What follows belongs to an exercise in optimizing a design on an open flow for small area, a short achievable clock period and few clock cycles; a production flow would make more cautious choices.
In this exercise RTL edits were held to simulation tests only and were not proved equivalent to the original.
Power and IR drop assume default switching activity.

### design/flow/design.v
module ula32 (
    input  wire [31:0] A,
    input  wire [31:0] B,
    input  wire [2:0]  Seletor,
    output reg  [31:0] S,
    output wire        Overflow,
    output wire        Negativo,
    output wire        z,
    output wire        Igual,
    output wire        Maior,
    output wire        Menor
);
    wire [31:0] novo_B = (Seletor == 3'b001) ? B :
                         (Seletor == 3'b100) ? 32'd1 : ~B;
    wire        cin    = Seletor[1];
    wire [31:0] low;
    wire        c30;
    assign {c30, low[30:0]} = {1'b0, A[30:0]} + {1'b0, novo_B[30:0]} + {31'd0, cin};
    assign low[31] = A[31] ^ novo_B[31] ^ c30;
    wire        c31 = (A[31] & novo_B[31]) | (c30 & (A[31] | novo_B[31]));
    wire [31:0] soma_temp = low;
    always @(*) begin
        case (Seletor)
            3'b000:  S = A;
            3'b001:  S = soma_temp;
            3'b010:  S = soma_temp;
            3'b011:  S = A & B;
            3'b110:  S = A ^ B;
            3'b101:  S = ~A;
            3'b100:  S = soma_temp;
            default: S = 32'd0;
        endcase
    end
    assign Overflow = c31 ^ c30;
    assign Negativo = S[31];
    assign z        = (S == 32'd0);
    assign Igual    = (soma_temp == 32'd0) & ~Overflow;
    assign Maior    = ((~soma_temp[31] & ~Overflow) | (Overflow & ~A[31])) & ~Igual;
    assign Menor    = (soma_temp[31] & ~Overflow) | (Overflow & A[31]);
endmodule
module Banco_reg (
    input  wire        Clk,
    input  wire        Reset,
    input  wire        RegWrite,
    input  wire [4:0]  ReadReg1,
    input  wire [4:0]  ReadReg2,
    input  wire [4:0]  WriteReg,
    input  wire [31:0] WriteData,
    output wire [31:0] ReadData1,
    output wire [31:0] ReadData2
);
    reg [31:0] Cluster [0:31];
    integer i;
    assign ReadData1 = Cluster[ReadReg1];
    assign ReadData2 = Cluster[ReadReg2];
    always @(posedge Clk) begin
        if (Reset) begin
            for (i = 0; i < 32; i = i + 1)
                Cluster[i] <= 32'd0;
        end else if (RegWrite) begin
            Cluster[WriteReg] <= WriteData;
        end
    end
endmodule
module RegDesloc (
    input  wire        Clk,
    input  wire        Reset,
    input  wire [2:0]  Shift,
    input  wire [4:0]  N,
    input  wire [31:0] Entrada,
    output wire [31:0] Saida
);
    reg [31:0] temp;
    reg [4:0]  n_shift;
    assign Saida = temp;
    always @(posedge Clk) begin
        if (Reset) begin
            temp    <= 32'd0;
            n_shift <= 5'd0;
        end else begin
            case (Shift)
                3'b001: begin
                    temp    <= Entrada;
                    n_shift <= N;
                end
                3'b010: temp <= temp << n_shift;
                3'b011: temp <= temp >> n_shift;
                3'b100: temp <= $signed(temp) >>> n_shift;
                3'b101: temp <= (temp >> n_shift) | (temp << (6'd32 - {1'b0, n_shift}));
                3'b110: temp <= (temp << n_shift) | (temp >> (6'd32 - {1'b0, n_shift}));
                default: temp <= temp;
            endcase
        end
    end
endmodule
module MULT (
    input  wire        clk,
    input  wire        rst,
    input  wire        start,
    input  wire [31:0] A,
    input  wire [31:0] B,
    output wire [31:0] Hi,
    output wire [31:0] Lo,
    output reg         done
);
    reg [63:0] multiplicando;
    reg [31:0] multiplicador;
    reg [63:0] product;
    reg [5:0]  repetitions;
    reg        busy;
    reg        sign;
    wire [63:0] result = sign ? (~product + 64'd1) : product;
    assign Hi = result[63:32];
    assign Lo = result[31:0];
    always @(posedge clk) begin
        if (rst) begin
            multiplicando <= 64'd0;
            multiplicador <= 32'd0;
            product       <= 64'd0;
            repetitions   <= 6'd0;
            busy          <= 1'b0;
            sign          <= 1'b0;
            done          <= 1'b0;
        end else begin
            done <= 1'b0;
            if (start) begin
                multiplicando <= {32'd0, A[31] ? (~A + 32'd1) : A};
                multiplicador <= B[31] ? (~B + 32'd1) : B;
                sign          <= A[31] ^ B[31];
                product       <= 64'd0;
                repetitions   <= 6'd0;
                busy          <= 1'b1;
            end else if (busy) begin
                if (multiplicador[0])
                    product <= product + multiplicando;
                multiplicando <= multiplicando << 1;
                multiplicador <= multiplicador >> 1;
                repetitions   <= repetitions + 6'd1;
                if (repetitions == 6'd31) begin
                    busy <= 1'b0;
                    done <= 1'b1;
                end
            end
        end
    end
endmodule
module DIV (
    input  wire        clk,
    input  wire        reset,
    input  wire        start,
    input  wire [31:0] A,
    input  wire [31:0] B,
    output wire [31:0] Hi,
    output wire [31:0] Lo,
    output reg         done
);
    reg [31:0] dividend;
    reg [31:0] divisor;
    reg [31:0] quotient;
    reg [32:0] remainder;
    reg [5:0]  counter;
    reg        busy;
    reg        sign;
    reg        sign_dividend;
    wire [32:0] shifted = {remainder[31:0], dividend[31]};
    wire [32:0] diff    = shifted - {1'b0, divisor};
    assign Lo = sign          ? (~quotient + 32'd1)        : quotient;
    assign Hi = sign_dividend ? (~remainder[31:0] + 32'd1) : remainder[31:0];
    always @(posedge clk) begin
        if (reset) begin
            dividend      <= 32'd0;
            divisor       <= 32'd0;
            quotient      <= 32'd0;
            remainder     <= 33'd0;
            counter       <= 6'd0;
            busy          <= 1'b0;
            sign          <= 1'b0;
            sign_dividend <= 1'b0;
            done          <= 1'b0;
        end else begin
            done <= 1'b0;
            if (start) begin
                dividend      <= A[31] ? (~A + 32'd1) : A;
                divisor       <= B[31] ? (~B + 32'd1) : B;
                sign          <= A[31] ^ B[31];
                sign_dividend <= A[31];
                quotient      <= 32'd0;
                remainder     <= 33'd0;
                counter       <= 6'd0;
                busy          <= 1'b1;
            end else if (busy) begin
                dividend <= dividend << 1;
                if (!diff[32]) begin
                    remainder <= diff;
                    quotient  <= {quotient[30:0], 1'b1};
                end else begin
                    remainder <= shifted;
                    quotient  <= {quotient[30:0], 1'b0};
                end
                counter <= counter + 6'd1;
                if (counter == 6'd31) begin
                    busy <= 1'b0;
                    done <= 1'b1;
                end
            end
        end
    end
endmodule
module ctrl_unit (
    input  wire        clk,
    input  wire        reset,
    input  wire        OF,
    input  wire        GT,
    input  wire        EQ,
    input  wire        LT,
    input  wire        DIV_0,
    input  wire        MD_done,
    input  wire [5:0]  OPCODE,
    input  wire [5:0]  FUNCT,
    output reg         PC_write,
    output reg         MEM_write,
    output reg         MDR_write,
    output reg         IR_write,
    output reg         REG_write,
    output reg         AB_write,
    output reg         ALU_Out_write,
    output reg         EPC_write,
    output reg         HILO_write,
    output reg  [2:0]  ALU_ctrl,
    output reg  [2:0]  shift_REG_ctrl,
    output reg  [2:0]  REG_dest,
    output reg  [3:0]  MEM_to_REG,
    output reg         ALU_src_A,
    output reg  [1:0]  ALU_src_B,
    output reg  [2:0]  PC_src,
    output reg  [1:0]  IorD,
    output reg         shift_AMT,
    output reg         shift_SRC,
    output reg  [1:0]  EXC_control,
    output reg         HILO_src,
    output reg         MULT_start,
    output reg         DIV_start
);
    localparam ST_RESET  = 6'd0;
    localparam ST_F0     = 6'd1;
    localparam ST_F1     = 6'd2;
    localparam ST_F2     = 6'd3;
    localparam ST_F3     = 6'd4;
    localparam ST_F4     = 6'd5;
    localparam ST_DECODE = 6'd6;
    localparam ST_RALU0  = 6'd7;
    localparam ST_RALU1  = 6'd8;
    localparam ST_SLT    = 6'd9;
    localparam ST_SH0    = 6'd10;
    localparam ST_SH1    = 6'd11;
    localparam ST_SH2    = 6'd12;
    localparam ST_MULT   = 6'd13;
    localparam ST_DIV    = 6'd14;
    localparam ST_MDWAIT = 6'd15;
    localparam ST_MDWB   = 6'd16;
    localparam ST_MFHI   = 6'd17;
    localparam ST_MFLO   = 6'd18;
    localparam ST_JR     = 6'd19;
    localparam ST_BREAK  = 6'd20;
    localparam ST_RTE    = 6'd21;
    localparam ST_XCHG0  = 6'd22;
    localparam ST_XCHG1  = 6'd23;
    localparam ST_ADDI0  = 6'd24;
    localparam ST_ADDI1  = 6'd25;
    localparam ST_SLTI   = 6'd26;
    localparam ST_LUI    = 6'd27;
    localparam ST_BR     = 6'd28;
    localparam ST_LD0    = 6'd29;
    localparam ST_LD1    = 6'd30;
    localparam ST_LD2    = 6'd31;
    localparam ST_LD3    = 6'd32;
    localparam ST_LD4    = 6'd33;
    localparam ST_ST0    = 6'd34;
    localparam ST_ST1    = 6'd35;
    localparam ST_ST2    = 6'd36;
    localparam ST_ST3    = 6'd37;
    localparam ST_ST4    = 6'd38;
    localparam ST_J      = 6'd39;
    localparam ST_JAL    = 6'd40;
    localparam ST_EXC0   = 6'd41;
    localparam ST_EXC1   = 6'd42;
    localparam ST_EXC2   = 6'd43;
    localparam ST_EXC3   = 6'd44;
    localparam R_TYPE = 6'b000000;
    localparam ADD   = 6'b100000;
    localparam AND   = 6'b100100;
    localparam DIV   = 6'b011010;
    localparam MULT  = 6'b011000;
    localparam JR    = 6'b001000;
    localparam MFHI  = 6'b010000;
    localparam MFLO  = 6'b010010;
    localparam SLL   = 6'b000000;
    localparam SLLV  = 6'b000100;
    localparam SLT   = 6'b101010;
    localparam SRA   = 6'b000011;
    localparam SRAV  = 6'b000111;
    localparam SRL   = 6'b000010;
    localparam SUB   = 6'b100010;
    localparam BREAK = 6'b001101;
    localparam RTE   = 6'b010011;
    localparam XCHG  = 6'b000101;
    localparam ADDI  = 6'b001000;
    localparam ADDIU = 6'b001001;
    localparam BEQ   = 6'b000100;
    localparam BNE   = 6'b000101;
    localparam BLE   = 6'b000110;
    localparam BGT   = 6'b000111;
    localparam LB    = 6'b100000;
    localparam LH    = 6'b100001;
    localparam LW    = 6'b100011;
    localparam SB    = 6'b101000;
    localparam SH    = 6'b101001;
    localparam SW    = 6'b101011;
    localparam SLTI  = 6'b001010;
    localparam LUI   = 6'b001111;
    localparam J     = 6'b000010;
    localparam JAL   = 6'b000011;
    reg [5:0] STATE;
    reg [5:0] NEXT;
    reg [1:0] EXC_track;       
    reg [1:0] EXC_next;
    reg       is_div;
    always @(*) begin
        NEXT     = STATE;
        EXC_next = EXC_track;
        case (STATE)
            ST_RESET:  NEXT = ST_F0;
            ST_F0:     NEXT = ST_F1;
            ST_F1:     NEXT = ST_F2;
            ST_F2:     NEXT = ST_F3;
            ST_F3:     NEXT = ST_F4;
            ST_F4:     NEXT = ST_DECODE;
            ST_DECODE: begin
                EXC_next = 2'd0;
                NEXT     = ST_EXC0;
                case (OPCODE)
                    R_TYPE: begin
                        case (FUNCT)
                            ADD, AND, SUB:          NEXT = ST_RALU0;
                            SLT:                    NEXT = ST_SLT;
                            SLL, SLLV, SRA, SRAV, SRL: NEXT = ST_SH0;
                            MULT:                   NEXT = ST_MULT;
                            DIV:                    NEXT = ST_DIV;
                            MFHI:                   NEXT = ST_MFHI;
                            MFLO:                   NEXT = ST_MFLO;
                            JR:                     NEXT = ST_JR;
                            BREAK:                  NEXT = ST_BREAK;
                            RTE:                    NEXT = ST_RTE;
                            XCHG:                   NEXT = ST_XCHG0;
                            default:                NEXT = ST_EXC0;
                        endcase
                    end
                    ADDI, ADDIU:            NEXT = ST_ADDI0;
                    SLTI:                   NEXT = ST_SLTI;
                    LUI:                    NEXT = ST_LUI;
                    BEQ, BNE, BLE, BGT:     NEXT = ST_BR;
                    LB, LH, LW:             NEXT = ST_LD0;
                    SB, SH, SW:             NEXT = ST_ST0;
                    J:                      NEXT = ST_J;
                    JAL:                    NEXT = ST_JAL;
                    default:                NEXT = ST_EXC0;
                endcase
            end
            ST_RALU0: begin
                if (OF && FUNCT != AND) begin
                    NEXT     = ST_EXC0;
                    EXC_next = 2'd1;
                end else begin
                    NEXT = ST_RALU1;
                end
            end
            ST_ADDI0: begin
                if (OF && OPCODE == ADDI) begin
                    NEXT     = ST_EXC0;
                    EXC_next = 2'd1;
                end else begin
                    NEXT = ST_ADDI1;
                end
            end
            ST_SH0:    NEXT = ST_SH1;
            ST_SH1:    NEXT = ST_SH2;
            ST_MULT:   NEXT = ST_MDWAIT;
            ST_DIV: begin
                if (DIV_0) begin
                    NEXT     = ST_EXC0;
                    EXC_next = 2'd2;
                end else begin
                    NEXT = ST_MDWAIT;
                end
            end
            ST_MDWAIT: if (MD_done) NEXT = ST_MDWB;
            ST_XCHG0:  NEXT = ST_XCHG1;
            ST_LD0:    NEXT = ST_LD1;
            ST_LD1:    NEXT = ST_LD2;
            ST_LD2:    NEXT = ST_LD3;
            ST_LD3:    NEXT = ST_LD4;
            ST_ST0:    NEXT = (OPCODE == SW) ? ST_ST4 : ST_ST1;
            ST_ST1:    NEXT = ST_ST2;
            ST_ST2:    NEXT = ST_ST3;
            ST_ST3:    NEXT = ST_ST4;
            ST_EXC0:   NEXT = ST_EXC1;
            ST_EXC1:   NEXT = ST_EXC2;
            ST_EXC2:   NEXT = ST_EXC3;
            default:   NEXT = ST_F0;    
        endcase
    end
    always @(posedge clk) begin
        if (reset) begin
            STATE     <= ST_RESET;
            EXC_track <= 2'd0;
            is_div    <= 1'b0;
        end else begin
            STATE     <= NEXT;
            EXC_track <= EXC_next;
            if (STATE == ST_MULT) is_div <= 1'b0;
            if (STATE == ST_DIV)  is_div <= 1'b1;
        end
    end
    always @(*) begin
        PC_write       = 1'b0;
        MEM_write      = 1'b0;
        MDR_write      = 1'b0;
        IR_write       = 1'b0;
        REG_write      = 1'b0;
        AB_write       = 1'b0;
        ALU_Out_write  = 1'b0;
        EPC_write      = 1'b0;
        HILO_write     = 1'b0;
        ALU_ctrl       = 3'b000;
        shift_REG_ctrl = 3'b000;
        REG_dest       = 3'b000;
        MEM_to_REG     = 4'b0000;
        ALU_src_A      = 1'b0;
        ALU_src_B      = 2'b00;
        PC_src         = 3'b000;
        IorD           = 2'b00;
        shift_AMT      = 1'b0;
        shift_SRC      = 1'b0;
        EXC_control    = EXC_track;
        HILO_src       = is_div;
        MULT_start     = 1'b0;
        DIV_start      = 1'b0;
        case (STATE)
            ST_RESET: begin                  
                REG_write  = 1'b1;
                REG_dest   = 3'b010;
                MEM_to_REG = 4'b1001;
            end
            ST_F3: begin                     
                IR_write  = 1'b1;
                PC_write  = 1'b1;
                ALU_ctrl  = 3'b001;
                ALU_src_B = 2'b01;
            end
            ST_F4: begin                     
                AB_write      = 1'b1;
                ALU_Out_write = 1'b1;
                ALU_ctrl      = 3'b001;
                ALU_src_B     = 2'b11;
            end
            ST_RALU0: begin                  
                ALU_Out_write = 1'b1;
                ALU_src_A     = 1'b1;
                ALU_ctrl      = (FUNCT == AND) ? 3'b011 :
                                (FUNCT == SUB) ? 3'b010 : 3'b001;
            end
            ST_RALU1: begin                  
                REG_write  = 1'b1;
                REG_dest   = 3'b001;
            end
            ST_SLT: begin                    
                ALU_src_A  = 1'b1;
                ALU_ctrl   = 3'b111;
                REG_write  = 1'b1;
                REG_dest   = 3'b001;
                MEM_to_REG = 4'b0100;
            end
            ST_SH0: begin                    
                shift_REG_ctrl = 3'b001;
                shift_AMT      = (FUNCT == SLLV || FUNCT == SRAV) ? 1'b0 : 1'b1;
                shift_SRC      = (FUNCT == SLLV || FUNCT == SRAV) ? 1'b0 : 1'b1;
            end
            ST_SH1: begin
                shift_REG_ctrl = (FUNCT == SRL)                  ? 3'b011 :
                                 (FUNCT == SRA || FUNCT == SRAV) ? 3'b100 : 3'b010;
            end
            ST_SH2: begin                    
                REG_write  = 1'b1;
                REG_dest   = 3'b001;
                MEM_to_REG = 4'b0110;
            end
            ST_MULT: MULT_start = 1'b1;
            ST_DIV:  DIV_start  = !DIV_0;
            ST_MDWB: HILO_write = 1'b1;
            ST_MFHI: begin
                REG_write  = 1'b1;
                REG_dest   = 3'b001;
                MEM_to_REG = 4'b0010;
            end
            ST_MFLO: begin
                REG_write  = 1'b1;
                REG_dest   = 3'b001;
                MEM_to_REG = 4'b0011;
            end
            ST_JR: begin                     
                PC_write  = 1'b1;
                ALU_src_A = 1'b1;
                ALU_ctrl  = 3'b000;
            end
            ST_BREAK: begin                  
                PC_write  = 1'b1;
                ALU_ctrl  = 3'b010;
                ALU_src_B = 2'b01;
            end
            ST_RTE: begin                    
                PC_write = 1'b1;
                PC_src   = 3'b011;
            end
            ST_XCHG0: begin                  
                REG_write  = 1'b1;
                REG_dest   = 3'b100;
                MEM_to_REG = 4'b0111;
            end
            ST_XCHG1: begin                  
                REG_write  = 1'b1;
                REG_dest   = 3'b000;
                MEM_to_REG = 4'b1000;
            end
            ST_ADDI0: begin                  
                ALU_Out_write = 1'b1;
                ALU_src_A     = 1'b1;
                ALU_src_B     = 2'b10;
                ALU_ctrl      = 3'b001;
            end
            ST_ADDI1: begin                  
                REG_write = 1'b1;
            end
            ST_SLTI: begin                   
                ALU_src_A  = 1'b1;
                ALU_src_B  = 2'b10;
                ALU_ctrl   = 3'b111;
                REG_write  = 1'b1;
                MEM_to_REG = 4'b0100;
            end
            ST_LUI: begin                    
                REG_write  = 1'b1;
                MEM_to_REG = 4'b0101;
            end
            ST_BR: begin                     
                ALU_src_A = 1'b1;
                ALU_ctrl  = 3'b111;
                PC_src    = 3'b001;
                case (OPCODE)
                    BEQ:     PC_write = EQ;
                    BNE:     PC_write = !EQ;
                    BLE:     PC_write = LT || EQ;
                    default: PC_write = GT;
                endcase
            end
            ST_LD0, ST_ST0: begin            
                ALU_Out_write = 1'b1;
                ALU_src_A     = 1'b1;
                ALU_src_B     = 2'b10;
                ALU_ctrl      = 3'b001;
            end
            ST_LD1, ST_LD2, ST_ST1, ST_ST2: IorD = 2'b01;
            ST_LD3, ST_ST3: begin            
                IorD      = 2'b01;
                MDR_write = 1'b1;
            end
            ST_LD4: begin                    
                REG_write  = 1'b1;
                MEM_to_REG = 4'b0001;
            end
            ST_ST4: begin                    
                IorD      = 2'b01;
                MEM_write = 1'b1;
            end
            ST_J: begin
                PC_write = 1'b1;
                PC_src   = 3'b010;
            end
            ST_JAL: begin                    
                PC_write   = 1'b1;
                PC_src     = 3'b010;
                REG_write  = 1'b1;
                REG_dest   = 3'b011;
                MEM_to_REG = 4'b1010;
            end
            ST_EXC0: begin                   
                EPC_write = 1'b1;
                ALU_ctrl  = 3'b000;
            end
            ST_EXC1, ST_EXC2: IorD = 2'b10;
            ST_EXC3: begin                   
                IorD     = 2'b10;
                PC_write = 1'b1;
                PC_src   = 3'b100;
            end
            default: ;
        endcase
    end
endmodule
module cpu (
    input  wire        clk,
    input  wire        reset,
    input  wire [31:0] mem_rdata,
    output wire [31:0] mem_addr,
    output wire [31:0] mem_wdata,
    output wire [3:0]  mem_wstrb
);
    wire        OF, GT, EQ, LT, ZR, NG;
    wire        DIV_0;
    wire        MD_done;
    wire        PC_write, MEM_write, MDR_write, IR_write, REG_write;
    wire        AB_write, ALU_Out_write, EPC_write, HILO_write;
    wire [2:0]  ALU_ctrl;
    wire [2:0]  shift_REG_ctrl;
    wire [2:0]  REG_dest;
    wire [3:0]  MEM_to_REG;
    wire        ALU_src_A;
    wire [1:0]  ALU_src_B;
    wire [2:0]  PC_src;
    wire [1:0]  IorD;
    wire        shift_AMT;
    wire        shift_SRC;
    wire [1:0]  EXC_control;
    wire        HILO_src;
    wire        MULT_start, DIV_start;
    reg  [31:0] PC_out, A_out, B_out, ALU_Out_out, EPC_out, MDR_out, HI_out, LO_out;
    reg  [5:0]  OPCODE;
    reg  [4:0]  RS, RT;
    reg  [15:0] OFFSET;
    wire [31:0] ALU_result;
    wire [31:0] REG_to_A, REG_to_B;
    wire [31:0] shift_REG_out;
    wire [31:0] MULT_HI_out, MULT_LO_out, DIV_HI_out, DIV_LO_out;
    wire [31:0] SE_16to32_out = {{16{OFFSET[15]}}, OFFSET};
    wire [31:0] SL_2_out      = {SE_16to32_out[29:0], 2'b00};
    wire [31:0] SL_16_out     = {OFFSET, 16'd0};
    wire [31:0] jump_addr     = {PC_out[31:28], RS, RT, OFFSET, 2'b00};
    wire [31:0] ALU_A_in = ALU_src_A ? A_out : PC_out;
    reg  [31:0] ALU_B_in;
    always @(*) begin
        case (ALU_src_B)
            2'b00:   ALU_B_in = B_out;
            2'b01:   ALU_B_in = 32'd4;
            2'b10:   ALU_B_in = SE_16to32_out;
            default: ALU_B_in = SL_2_out;
        endcase
    end
    wire [31:0] EXC_out = (EXC_control == 2'b00) ? 32'd253 :
                          (EXC_control == 2'b01) ? 32'd254 : 32'd255;
    assign mem_addr = (IorD == 2'b00) ? PC_out :
                      (IorD == 2'b01) ? ALU_Out_out : EXC_out;
    reg [31:0] LS_out;
    always @(*) begin
        case (OPCODE)
            6'b100001: LS_out = {16'd0, MDR_out[15:0]};         
            6'b100000: LS_out = {24'd0, MDR_out[7:0]};          
            6'b101011: LS_out = B_out;                          
            6'b101001: LS_out = {MDR_out[31:16], B_out[15:0]};  
            6'b101000: LS_out = {MDR_out[31:8], B_out[7:0]};    
            default:   LS_out = MDR_out;                        
        endcase
    end
    assign mem_wdata = LS_out;
    assign mem_wstrb = {4{MEM_write}};
    reg [4:0] REG_dest_out;
    always @(*) begin
        case (REG_dest)
            3'b000:  REG_dest_out = RT;
            3'b001:  REG_dest_out = OFFSET[15:11];    
            3'b010:  REG_dest_out = 5'd29;
            3'b011:  REG_dest_out = 5'd31;
            default: REG_dest_out = RS;
        endcase
    end
    reg [31:0] REG_write_data;
    always @(*) begin
        case (MEM_to_REG)
            4'd0:    REG_write_data = ALU_Out_out;
            4'd1:    REG_write_data = LS_out;
            4'd2:    REG_write_data = HI_out;
            4'd3:    REG_write_data = LO_out;
            4'd4:    REG_write_data = {31'd0, LT};
            4'd5:    REG_write_data = SL_16_out;
            4'd6:    REG_write_data = shift_REG_out;
            4'd7:    REG_write_data = B_out;
            4'd8:    REG_write_data = A_out;
            4'd9:    REG_write_data = 32'd227;
            default: REG_write_data = PC_out;
        endcase
    end
    reg [31:0] PC_src_out;
    always @(*) begin
        case (PC_src)
            3'b000:  PC_src_out = ALU_result;
            3'b001:  PC_src_out = ALU_Out_out;
            3'b010:  PC_src_out = jump_addr;
            3'b011:  PC_src_out = EPC_out;
            default: PC_src_out = {24'd0, mem_rdata[7:0]};
        endcase
    end
    wire [4:0]  shift_AMT_out = shift_AMT ? OFFSET[10:6] : B_out[4:0];
    wire [31:0] shift_SRC_out = shift_SRC ? B_out : A_out;
    assign DIV_0 = (B_out == 32'd0);
    always @(posedge clk) begin
        if (reset) begin
            PC_out      <= 32'd0;
            A_out       <= 32'd0;
            B_out       <= 32'd0;
            ALU_Out_out <= 32'd0;
            EPC_out     <= 32'd0;
            MDR_out     <= 32'd0;
            HI_out      <= 32'd0;
            LO_out      <= 32'd0;
            OPCODE      <= 6'd0;
            RS          <= 5'd0;
            RT          <= 5'd0;
            OFFSET      <= 16'd0;
        end else begin
            if (PC_write)      PC_out      <= PC_src_out;
            if (AB_write)      A_out       <= REG_to_A;
            if (AB_write)      B_out       <= REG_to_B;
            if (ALU_Out_write) ALU_Out_out <= ALU_result;
            if (EPC_write)     EPC_out     <= ALU_result;
            if (MDR_write)     MDR_out     <= mem_rdata;
            if (HILO_write) begin
                HI_out <= HILO_src ? DIV_HI_out : MULT_HI_out;
                LO_out <= HILO_src ? DIV_LO_out : MULT_LO_out;
            end
            if (IR_write) begin
                OPCODE <= mem_rdata[31:26];
                RS     <= mem_rdata[25:21];
                RT     <= mem_rdata[20:16];
                OFFSET <= mem_rdata[15:0];
            end
        end
    end
    Banco_reg REG_ (
        .Clk(clk), .Reset(reset), .RegWrite(REG_write),
        .ReadReg1(RS), .ReadReg2(RT), .WriteReg(REG_dest_out),
        .WriteData(REG_write_data), .ReadData1(REG_to_A), .ReadData2(REG_to_B)
    );
    ula32 ALU_ (
        .A(ALU_A_in), .B(ALU_B_in), .Seletor(ALU_ctrl), .S(ALU_result),
        .Overflow(OF), .Negativo(NG), .z(ZR), .Igual(EQ), .Maior(GT), .Menor(LT)
    );
    RegDesloc shift_REG_ (
        .Clk(clk), .Reset(reset), .Shift(shift_REG_ctrl), .N(shift_AMT_out),
        .Entrada(shift_SRC_out), .Saida(shift_REG_out)
    );
    wire MULT_done, DIV_done;
    assign MD_done = MULT_done | DIV_done;
    MULT MULT_ (
        .clk(clk), .rst(reset), .start(MULT_start), .A(A_out), .B(B_out),
        .Hi(MULT_HI_out), .Lo(MULT_LO_out), .done(MULT_done)
    );
    DIV DIV_ (
        .clk(clk), .reset(reset), .start(DIV_start), .A(A_out), .B(B_out),
        .Hi(DIV_HI_out), .Lo(DIV_LO_out), .done(DIV_done)
    );
    ctrl_unit CTRL_ (
        .clk(clk), .reset(reset),
        .OF(OF), .GT(GT), .EQ(EQ), .LT(LT), .DIV_0(DIV_0), .MD_done(MD_done),
        .OPCODE(OPCODE), .FUNCT(OFFSET[5:0]),
        .PC_write(PC_write), .MEM_write(MEM_write), .MDR_write(MDR_write),
        .IR_write(IR_write), .REG_write(REG_write), .AB_write(AB_write),
        .ALU_Out_write(ALU_Out_write), .EPC_write(EPC_write), .HILO_write(HILO_write),
        .ALU_ctrl(ALU_ctrl), .shift_REG_ctrl(shift_REG_ctrl),
        .REG_dest(REG_dest), .MEM_to_REG(MEM_to_REG),
        .ALU_src_A(ALU_src_A), .ALU_src_B(ALU_src_B), .PC_src(PC_src), .IorD(IorD),
        .shift_AMT(shift_AMT), .shift_SRC(shift_SRC), .EXC_control(EXC_control),
        .HILO_src(HILO_src), .MULT_start(MULT_start), .DIV_start(DIV_start)
    );
endmodule
### design/flow/run.sh
#!/bin/bash
# synth_recipe.tcl (not shown) runs the flow's synth.tcl, then flattens the netlist and writes it again
# the make line also repeats each setting of config.mk as NAME=value (left out here)
make -C /OpenROAD-flow-scripts/flow DESIGN_CONFIG=/design/flow/config.mk WORK_HOME=/design/flow/orfs CLKGATE_MAP_FILE= SYNTH_SCRIPT=/design/flow/synth_recipe.tcl finish
### design/flow/config.mk
export PLATFORM = sky130hd
export DESIGN_NAME = cpu
export DESIGN_NICKNAME = cpu
export VERILOG_FILES = /design/flow/design.v
export SDC_FILE = /design/flow/constraint.sdc
export NUM_CORES = 4
export LEC_CHECK = 0
export CAP_MARGIN = 20
export CORE_MARGIN = 2
export CORE_UTILIZATION = 40
export SLEW_MARGIN = 20
### design/flow/constraint.sdc
create_clock -name core_clock -period 9.0 [get_ports {clk}]
set_input_delay 1.8000 -clock core_clock [delete_from_list [all_inputs] [get_ports {clk}]]
set_output_delay 1.8000 -clock core_clock [all_outputs]
set_load 0.01 [all_outputs]
==> results.sh <==
export IMPL_syn_area_per_cell_sq_um=10.53
export IMPL_yosys_top_cells_area="edfxtp_1 32%, mux4_2 15%, dfxtp_1 13%"
export IMPL_cts_tree="done"
export IMPL_setup_viol=0
export IMPL_async_reset_ff_share_pct=0
export IMPL_min_path_type="reg -> reg"
export IMPL_die_area_sq_um=245800
export IMPL_fill_cells=22309
export IMPL_vias=79230
export IMPL_coreArea_sq_um=240500
export IMPL_top_register="REG_.Cluster"
export IMPL_ir_drop_mv=0.2026
export IMPL_yosys_area_share_simple_pct=13.61
export IMPL_globalRouteTotalUtil_pct=31.72
export IMPL_yosysTopAreaCell="edfxtp_1"
export IMPL_fmax_ghz=0.1226
export IMPL_synth_xor_area_share_pct=2.988
export IMPL_die_w_um=495.8
export IMPL_tightest_slew_ns=1.292
export IMPL_muxShareOfSynthArea_pct=19.45
export IMPL_grt_pass1_wl_mm=561.8
export IMPL_largest_reg_flops=1024
export IMPL_final_max_slew_violation_count=0
export IMPL_final_area_sq_um=107300
export IMPL_wl_per_cell_um=32.49
export IMPL_drv_cap=0
export IMPL_grt_max_degree=168
export IMPL_slowest_stage="o22ai_4"
export IMPL_yosysWarningCount=7
export IMPL_cp_top_family="compound AO/OA/AOI/OAI gates"
export IMPL_area_growth_pct=10.95
export IMPL_fin_crit_sh_pct=90.63
export IMPL_power_mw=21.16
export IMPL_synthAdderAreaFrac_pct=2.245
export IMPL_synthTopCellsByCount="1765 x nor2_1, 1024 x edfxtp_1, 752 x nand2_1, 694 x clkbuf_1, 653 x mux4_2"
export IMPL_fin_skew_ns=0.05964
export IMPL_synth_area_sq_um=96740
export IMPL_wl_mm=398.3
export IMPL_synth_edff_count=1024
export IMPL_ys_flop_type="edfxtp_1"
export IMPL_port_buffers=101
export IMPL_clk_pin_slew_ns=0.06
export IMPL_holdBufCountCts=0
export IMPL_syn_instance_count=9190
export IMPL_synth_top_family_by_area="multiplexers"
export IMPL_status="complete, no violations"
export IMPL_cts_sinks=1671
export IMPL_hold_viol=0
export IMPL_critPathMostFrequentCell="nor2_1"
export IMPL_place_area_sq_um=101200
export IMPL_antenna_found_initial=14
export IMPL_seq_area_sq_um=43750
export IMPL_drt_pass1_iterations=9
export IMPL_ys_seq_area_share_pct=45.17
export IMPL_grt_pass1_vias=75835
export IMPL_place_gp_congestion=1.025
export IMPL_drtIter0Drc=11413
export IMPL_slew_headroom_pct=11.37
export IMPL_cellLeakagePower_nw=36.00
export IMPL_cts_root_buf="clkbuf_16"
export IMPL_rows=180
export IMPL_synth_compound_area_share_pct=12.69
export IMPL_layout_drive_gt1_share_pct=16.20
export IMPL_power_density_nw_per_um2=197.2
export IMPL_clockBufferDepth=3
export IMPL_path_buf_inv=2
export IMPL_rsz0062_at_grt="false"
export IMPL_critPathCaptureType="flip-flop"
export IMPL_path_max_fanout=16
export IMPL_die_y_um=495.8
export IMPL_htreeDepth=4
export IMPL_synthesis_nets=9394
export IMPL_period_needed_ns=8.156
export IMPL_startpoint_type="flip-flop"
export IMPL_tns_ns=0
export IMPL_cp_required_ns=9.74
export IMPL_synth_top_area_share_pct=31.79
export IMPL_nNetsFinal=9111
export IMPL_start_util_pct=40.22
export IMPL_synth_most_common_cell="nor2_1"
export IMPL_synth_seq_cells=1671
export IMPL_critical_path_class="reg -> reg"
export IMPL_arrival_ns=8.90
export IMPL_multi_input_area_sq_um=49850
export IMPL_cts_made_buffers=182
export IMPL_hold_ws_ns=0.4565
export IMPL_synth_cell_types=96
export IMPL_reg_largest_list="REG_.Cluster: 1024 flops, MULT_.multiplicando: 64 flops, MULT_.product: 64 flops"
export IMPL_vias_per_cell=6.464
export IMPL_post_dp_hpwl_mm=263.8
export IMPL_drtAntennaViolNets=0
export IMPL_drc=0
export IMPL_overflow=0
export IMPL_crit_path_max_incr_delay_ns=0.67
export IMPL_clock_latency_ns=0.87
export IMPL_ios=102
## worst min-delay path, delay by kind of cell, from the launching register on
kind,cells,cell delay [ns]
DFF,1,0.31
and+or+nand+nor,1,0.05
AOI/OAI and AO/OA,1,0.05
## what timing repair did
action,in CTS,in global routing
buffers inserted,0,0
endpoints found under the hold margin,0,0
setup endpoints to repair,0,32
resized for setup,0,3
## power by group
part / internal, mW / leakage, nW / switching (mW)
Combinational: 1.56 / 17.2 / 3.15
Clock: 4.35 / 2.95 / 3.38
Sequential: 8.46 / 15.8 / 0.268
## through the flow
step,util (%),instances,setup WS [ns]
finish,44.62,12258,0.8435
detailed placement,42.09,11908,0.5537
global placement,42.09,11908,0.7195
floorplan,-,9190,2.302
global route,44.62,12253,0.1152
CTS,44.60,12247,0.5351
## layout make-up
| type | instances | share of cell area [%] |
|---|---|---|
| clock buffer | 246 | 4.696 |
| antenna | 11 | 0.02564 |
| tap | 3185 | 3.713 |
| timing repair buffer | 392 | 3.052 |
| multi-input combinational | 6554 | 46.44 |
| inverter | 106 | 0.3707 |
| sequential | 1671 | 40.76 |
| clock inverter | 93 | 0.9407 |
## layout by cell type, fill, tap and decap left out, drive strengths merged, types with 33 or more instances in the layout
cell type,synthesis,layout
a211oi,314,314
a21o,80,80
a21oi,486,486
a221oi,44,44
a222oi,57,57
a22oi,85,85
buf,159,292
clkbuf,700,246
clkdlybuf4s50,0,100
clkinv,4,74
dfxtp,647,647
edfxtp,1024,1024
ha,164,164
inv,102,108
mux2,51,51
mux2i,352,352
mux4,653,653
nand2,753,753
nand2b,67,67
nand3,118,118
nor2,1766,1766
nor2b,51,51
nor3,101,101
o211ai,76,76
o21ai,387,387
o31ai,67,67
or3,47,47
or4,33,33
xnor2,225,225
xor2,105,105
## path summary, 6_finish.rpt
path                                startpoint     endpoint  slack (ns)  cells past startpoint
worst max-delay path            CTRL_.STATE[3]   PC_out[20]        0.84                     26
worst min-delay path               MDR_out[22]  MDR_out[22]        0.46                      2
worst max register to register  CTRL_.STATE[3]   PC_out[20]        0.84                     26
worst min register to register     MDR_out[22]  MDR_out[22]        0.46                      2
## cell families (layout without fill, tap and decap cells)
kind of cell    after synthesis  in the layout
simple gates               3127           3127
compound gates             1871           1871
flops                      1671           1671
mux                        1056           1056
buf+inv                     965            837
xor+xnor                    330            330
fa+ha+maj                   170            170
other cells                   0             11
## routing by layer
layer  vias up  track usage (%)  part of all wire (%)  routed length (um)
li1      33574                -                     -                   -
met1     39654            40.89                    37              148000
met2      4952            48.60                    45              178800
met3      1046            8.338                    11               45680
met4         4            17.53                   6.5               25860
met5         -                0                0.0068                  27
Testbench counts, summed over its fixed seeds: cycles 304,597.

## separate check: timing with driven ports
The flow's constraints put no driver on any port. The routed layout listed below was extracted and timed again, unchanged, in two steps. Step 1 assumes that a clkbuf_16 drives the clock port and a buf_2 every other input. Step 2 moves the port delays by t, midway between the first and last clock arrival at a register: inputs arrive t later, outputs are due t later. That takes back most of the time a late clock gives input paths. Three values: ideal, step 1, step 2; two values: the first two.
shift t [ns]: 0.939
setup WS [ns]: 0.844 / 0.844 / 0.844
worst setup path after step 2: register to register
worst slew at a driven data input, ns: 0.05
cell pins on the clock port's net: 1
After both steps this run still meets setup and hold. The setup slack of this run moves by 0.000 ns with the drivers and by 0.000 ns with both steps.
